This is an optimization exercise on Yosys and OpenROAD, whose aim is small area, not a production implementation.
At most, simulation tests tie the RTL to the original design; equivalence was not proved.
No activity file was given, so power comes from the tool's default toggle rates.

## build 70
## lpf_cascade
module lpf_cascade	(	clk,
				rst,
				sample_clk,
				k,
				vin,
				vout,
				vout_valid);
==> module lpf_cascade, before the edit <==
module lpf_cascade	(	clk,
				rst,
				sample_clk,
				k,
				vin,
				vout,
				vout_valid);
input		clk;
input		rst;
input		sample_clk;
input	[3:0]	k;
input	[13:0]	vin;
output	[19:0]	vout;
output		vout_valid;
reg		sample_clk_old;
reg	[13:0]	vin_h;
reg	[3:0]	k_h;
reg	[2:0]	ph;
reg	[1:0]	clr_n;
reg		pend;
reg		run;
reg	[19:0]	V0, V1, V2, V3, V4;
reg	[19:0]	W0, W1, W2, W3, W4;
reg	[20:0]	d_r;
wire		sample = sample_clk & !sample_clk_old;
wire		ph4 = (ph == 3'd4);
wire		clr = (clr_n != 2'd0);
wire	[19:0]	in = (ph4 & !clr) ? {vin_h, 6'b000000} : V1;
wire	[20:0]	d;
wire	[19:0]	vn;
lpf_stage_sub	SUB	(	.in(in),
				.w(W0),
				.v(V0),
				.k(k_h),
				.d(d));
lpf_stage_acc	ACC	(	.v(V4),
				.d(d_r),
				.k(k_h),
				.vn(vn));
assign vout = V3;
assign vout_valid = run & (ph == 3'd2);
always @(posedge clk) begin
	sample_clk_old <= sample_clk & !rst;
	if (sample)
		vin_h <= vin;
	if (rst)
		k_h <= 4'd0;
	else if (sample)
		k_h <= k;
	if (rst) begin
		ph <= 3'd3;
		clr_n <= 2'd2;
		pend <= 1'b0;
		run <= 1'b0;
	end else begin
		ph <= ph4 ? 3'd0 : ph + 3'd1;
		if (ph4) begin
			if (clr)
				clr_n <= clr_n - 2'd1;
			run <= (pend | sample) & (clr_n[1] == 1'b0);
			pend <= (pend | sample) & clr_n[1];
		end else begin
			pend <= pend | sample;
		end
	end
	d_r <= d & {21{run}};
	V0 <= V1;
	V1 <= V2;
	V2 <= V3;
	V3 <= (rst | clr) ? 20'd0 : vn;
	V4 <= V0;
	W0 <= W1;
	W1 <= W2;
	W2 <= W3;
	W3 <= W4;
	W4 <= (run | clr) ? in : W0;
end
endmodule
export LEC_CHECK = 0
export ABC_AREA = 1
export CAP_MARGIN = 20
export CORE_MARGIN = 2
export CORE_UTILIZATION = 65
export PLACE_DENSITY = 0.8
export SLEW_MARGIN = 20
create_clock -name core_clock -period 10.0 [get_ports {clk}]
standard.sh (not shown) runs the stock make flow with config.mk's settings and CLKGATE_MAP_FILE= SYNTH_SCRIPT=/design/flow/synth_recipe.tcl, a recipe that flattens the netlist after the stock synthesis.
==> flow/flow/run.sh <==
#!/bin/bash
# The standard layout (standard.sh) with three changes:
#  - synthesis uses ORFS's own scripts unchanged except ABC's area script,
#    which maps for area only (amap) instead of map with buffering and
#    sizing for delay; registers are mapped exactly as the standard
#    synthesis maps them (dfflibmap runs before ABC);
#  - each port gets a single buf_1 buffer;
#  - the clock tree is built from clkbuf_4 cells without dummy loads.
# Each tool's output goes to its own log file in this folder.
set -euo pipefail
rm -rf scripts_local
cp -r "$FLOW_HOME/scripts" scripts_local
printf 'strash\ndch -f\namap\ntopo\n' > scripts_local/abc_area.script
SCRIPTS_DIR="$PWD/scripts_local" bash standard.sh synth > synth.log 2>&1
export BUFFER_PORTS_ARGS="-buffer_cell sky130_fd_sc_hd__buf_1"
export CTS_ARGS="-sink_clustering_enable -repair_clock_nets -dont_use_dummy_load -buf_list {sky130_fd_sc_hd__clkbuf_4} -sink_clustering_size 10 -sink_clustering_max_diameter 40"
bash standard.sh > standard.log 2>&1
Build 70 | status: complete | timing, DRC, antenna: pass
The inputs of trial 91 differ from those of build 70 as listed below.
--- a/flow/design.v
+++ b/flow/design.v
@@ -71,4 +71,5 @@
 output	[19:0]	vout;
 output		vout_valid;
+reg		vout_valid;
 reg		sample_clk_old;
 reg	[13:0]	vin_h;
@@ -97,5 +98,4 @@
 				.vn(vn));
 assign vout = V3;
-assign vout_valid = run & (ph == 3'd2);
 always @(posedge clk) begin
 	sample_clk_old <= sample_clk & !rst;
@@ -111,4 +111,5 @@
 		pend <= 1'b0;
 		run <= 1'b0;
+		vout_valid <= 1'b0;
 	end else begin
 		ph <= ph4 ? 3'd0 : ph + 3'd1;
@@ -121,4 +122,5 @@
 			pend <= pend | sample;
 		end
+		vout_valid <= run & (ph == 3'd1);
 	end
 	d_r <= d & {21{run}};
==> comparison <==
Against build 70, trial 91 comes in 0.43 points higher on met3 routing resource usage after global routing. Trial 91 has more setup slack than build 70. Cell area essentially unchanged between trial 91 and build 70. Trial 91 -> build 70: aggregate global routing overflow delta 0, exact match. Area fraction in compound gates after synthesis delta (trial 91 -> build 70): insignificant. Average wire per standard cell shrinks by a few percent when moving from build 70 to trial 91. Taking build 70 as the reference, in trial 91 die extent in y did not really move, sequential share of layout area went up, fraction of power consumed by the clock network went down, area growth from synthesis to final layout went down, core footprint went up. Sequential power: build 70 vs trial 91, no meaningful difference.
The RTL of build 70 was laid out without a check of its function.

* * *

The RTL this note starts from:
==> flow/design.v <==
module lpf_stage_sub	(	in,
				w,
				v,
				k,
				d);
input	[19:0]	in;
input	[19:0]	w;
input	[19:0]	v;
input	[3:0]	k;
output	[20:0]	d;
wire	[20:0]	cs;
wire	[19:0]	s;
wire	[20:0]	a;
wire	[14:0]	keep;
wire	[20:0]	nvm;
wire	[21:0]	cd;
assign cs[0] = 1'b0;
genvar j;
generate
	for (j = 0; j < 20; j = j + 1) begin : g_s
		assign s[j] = in[j] ^ w[j] ^ cs[j];
		assign cs[j+1] = (in[j] & w[j]) | (cs[j] & (in[j] ^ w[j]));
	end
	for (j = 0; j < 15; j = j + 1) begin : g_m
		assign keep[j] = (k <= j);
	end
endgenerate
assign a = {s[19], s[19], s[19:1]};
assign nvm = ~{v[19], v[19:15], v[14:0] & keep};
assign cd[0] = 1'b1;
generate
	for (j = 0; j < 21; j = j + 1) begin : g_d
		assign d[j] = a[j] ^ nvm[j] ^ cd[j];
		assign cd[j+1] = (a[j] & nvm[j]) | (cd[j] & (a[j] ^ nvm[j]));
	end
endgenerate
endmodule
module lpf_stage_acc	(	v,
				d,
				k,
				en,
				vn);
input	[19:0]	v;
input	[20:0]	d;
input	[3:0]	k;
input		en;
output	[19:0]	vn;
wire signed	[20:0]	ds = d;
wire	[20:0]	shf = ds >>> k;
wire	[19:0]	sh = shf[19:0] & {20{en}};
wire	[20:0]	c;
assign c[0] = 1'b0;
genvar j;
generate
	for (j = 0; j < 20; j = j + 1) begin : g_v
		assign vn[j] = v[j] ^ sh[j] ^ c[j];
		assign c[j+1] = (v[j] & sh[j]) | (c[j] & (v[j] ^ sh[j]));
	end
endgenerate
endmodule
module lpf_cascade	(	clk,
				rst,
				sample_clk,
				k,
				vin,
				vout,
				vout_valid);
input		clk;
input		rst;
input		sample_clk;
input	[3:0]	k;
input	[13:0]	vin;
output	[19:0]	vout;
output		vout_valid;
reg		sample_clk_old;
reg	[13:0]	vin_h;
reg	[3:0]	k_h;
reg	[2:0]	ph;
reg	[1:0]	clr_n;
reg		pend;
reg		run;
reg		run2;
reg	[19:0]	V0, V1, V2, V3, V4;
reg	[19:0]	W0, W1, W2, W3, W4;
reg		d20;
wire		sample = sample_clk & !sample_clk_old;
wire		ph4 = (ph == 3'd4);
wire		clr = (clr_n != 2'd0);
wire	[19:0]	x = {vin_h, 6'b000000};
wire	[19:0]	in = ph4 ? x : V1;
wire	[19:0]	in2 = (run2 & (ph == 3'd0)) ? x : V0;
wire	[20:0]	d;
wire	[19:0]	vn;
lpf_stage_sub	SUB	(	.in(in),
				.w(W0),
				.v(V0),
				.k(k_h),
				.d(d));
lpf_stage_acc	ACC	(	.v(V4),
				.d({d20, W4}),
				.k(k_h),
				.en(run2),
				.vn(vn));
assign vout = V3;
assign vout_valid = run & (ph == 3'd2);
always @(posedge clk) begin
	sample_clk_old <= sample_clk & !rst;
	if (sample) begin
		vin_h <= vin;
		k_h <= k;
	end
	if (rst) begin
		ph <= 3'd2;
		clr_n <= 2'd2;
		pend <= 1'b0;
		run <= 1'b0;
		run2 <= 1'b0;
	end else begin
		ph <= ph4 ? 3'd0 : ph + 3'd1;
		if (ph4) begin
			if (clr)
				clr_n <= clr_n - 2'd1;
			run <= (pend | sample) & (clr_n[1] == 1'b0);
			pend <= (pend | sample) & clr_n[1];
		end else begin
			pend <= pend | sample;
		end
		run2 <= run;
	end
	d20 <= d[20];
	V0 <= V1;
	V1 <= V2;
	V2 <= V3;
	V3 <= (rst | clr) ? 20'd0 : vn;
	V4 <= V0;
	W0 <= W1;
	W1 <= W2;
	W2 <= W3;
	W3 <= (run2 | clr) ? in2 : W4;
	W4 <= run ? d[19:0] : W0;
end
endmodule
Settings: LEC_CHECK=0, ABC_AREA=1, CAP_MARGIN=20, CORE_MARGIN=2, CORE_UTILIZATION=55, GPL_ROUTABILITY_DRIVEN=0, GPL_TIMING_DRIVEN=0, PLACE_DENSITY=0.7, SLEW_MARGIN=20; clock period 10.0 ns.
Scripts as last shown in full above: flow/flow/run.sh
Change:
--- a/flow/design.v
+++ b/flow/design.v
@@ -37,18 +37,16 @@
 endmodule
 module lpf_stage_acc	(	v,
 				d,
 				k,
-				en,
 				vn);
 input	[19:0]	v;
 input	[20:0]	d;
 input	[3:0]	k;
-input		en;
 output	[19:0]	vn;
 wire signed	[20:0]	ds = d;
 wire	[20:0]	shf = ds >>> k;
-wire	[19:0]	sh = shf[19:0] & {20{en}};
+wire	[19:0]	sh = shf[19:0];
 wire	[20:0]	c;
 assign c[0] = 1'b0;
 genvar j;
 generate
@@ -71,51 +69,49 @@
 input	[3:0]	k;
 input	[13:0]	vin;
 output	[19:0]	vout;
 output		vout_valid;
+reg		vout_valid;
 reg		sample_clk_old;
 reg	[13:0]	vin_h;
 reg	[3:0]	k_h;
 reg	[2:0]	ph;
 reg	[1:0]	clr_n;
 reg		pend;
 reg		run;
-reg		run2;
 reg	[19:0]	V0, V1, V2, V3, V4;
 reg	[19:0]	W0, W1, W2, W3, W4;
-reg		d20;
+reg	[20:0]	d_r;
 wire		sample = sample_clk & !sample_clk_old;
 wire		ph4 = (ph == 3'd4);
 wire		clr = (clr_n != 2'd0);
-wire	[19:0]	x = {vin_h, 6'b000000};
-wire	[19:0]	in = ph4 ? x : V1;
-wire	[19:0]	in2 = (run2 & (ph == 3'd0)) ? x : V0;
+wire	[19:0]	in = (ph4 & !clr) ? {vin_h, 6'b000000} : V1;
 wire	[20:0]	d;
 wire	[19:0]	vn;
 lpf_stage_sub	SUB	(	.in(in),
 				.w(W0),
 				.v(V0),
 				.k(k_h),
 				.d(d));
 lpf_stage_acc	ACC	(	.v(V4),
-				.d({d20, W4}),
+				.d(d_r),
 				.k(k_h),
-				.en(run2),
 				.vn(vn));
 assign vout = V3;
-assign vout_valid = run & (ph == 3'd2);
 always @(posedge clk) begin
 	sample_clk_old <= sample_clk & !rst;
-	if (sample) begin
+	if (sample)
 		vin_h <= vin;
+	if (rst)
+		k_h <= 4'd0;
+	else if (sample)
 		k_h <= k;
-	end
 	if (rst) begin
-		ph <= 3'd2;
+		ph <= 3'd3;
 		clr_n <= 2'd2;
 		pend <= 1'b0;
 		run <= 1'b0;
-		run2 <= 1'b0;
+		vout_valid <= 1'b0;
 	end else begin
 		ph <= ph4 ? 3'd0 : ph + 3'd1;
 		if (ph4) begin
 			if (clr)
@@ -124,19 +120,19 @@
 			pend <= (pend | sample) & clr_n[1];
 		end else begin
 			pend <= pend | sample;
 		end
-		run2 <= run;
+		vout_valid <= run & (ph == 3'd1);
 	end
-	d20 <= d[20];
+	d_r <= d & {21{run}};
 	V0 <= V1;
 	V1 <= V2;
 	V2 <= V3;
 	V3 <= (rst | clr) ? 20'd0 : vn;
 	V4 <= V0;
 	W0 <= W1;
 	W1 <= W2;
 	W2 <= W3;
-	W3 <= (run2 | clr) ? in2 : W4;
-	W4 <= run ? d[19:0] : W0;
+	W3 <= W4;
+	W4 <= (run | clr) ? in : W0;
 end
 endmodule
Outcome: The changed run went through all stages and came out clean; clock-buffer cell count stays the same; first-iteration DRC count shrinks by about 27%; wire length drops by 10%; non-clock buffer count fell by 5; total power is higher by about 9%; setup slack gets worse by 62 ps; utilization stays flat; synthesized cell count came out lower by about 10%; sequential cell count is higher by 20; sequential share of layout area goes up by 4.1 points; clock skew shrinks by 64 ps; via count drops by 9.5%; cell area hardly moves.

re-timing with driven ports:
The flow's constraints put no driver on any port. The routed layouts listed below were extracted and timed again, unchanged, in two steps. Step 1 assumes that a clkbuf_16 drives the clock port and a buf_2 every other input. Step 2 also shifts input and output timing later by t, the mid clock arrival at the registers, as if the neighbouring blocks saw the same clock. Slacks: ideal ports / drivers / drivers and shift; pairs: ideal ports / drivers.
run	shift t [ns]	slack for setup (ns)	hold WS [ns]	worst setup path at the end	worst slew at a driven data input, ns
build 70	0.607	0.372 / 0.372 / 0.372	0.266 / 0.266 / 0.266	register to register	0.04
trial 91	0.649	0.375 / 0.375 / 0.375	0.282 / 0.282 / 0.282	register to register	0.03
the first run of note 2	0.665	0.423 / 0.423 / 0.423	0.280 / 0.280 / 0.280	register to register	0.03
the second run of note 2	0.661	0.360 / 0.360 / 0.360	0.320 / 0.320 / 0.320	register to register	0.04
After both steps every run listed still meets setup and hold.
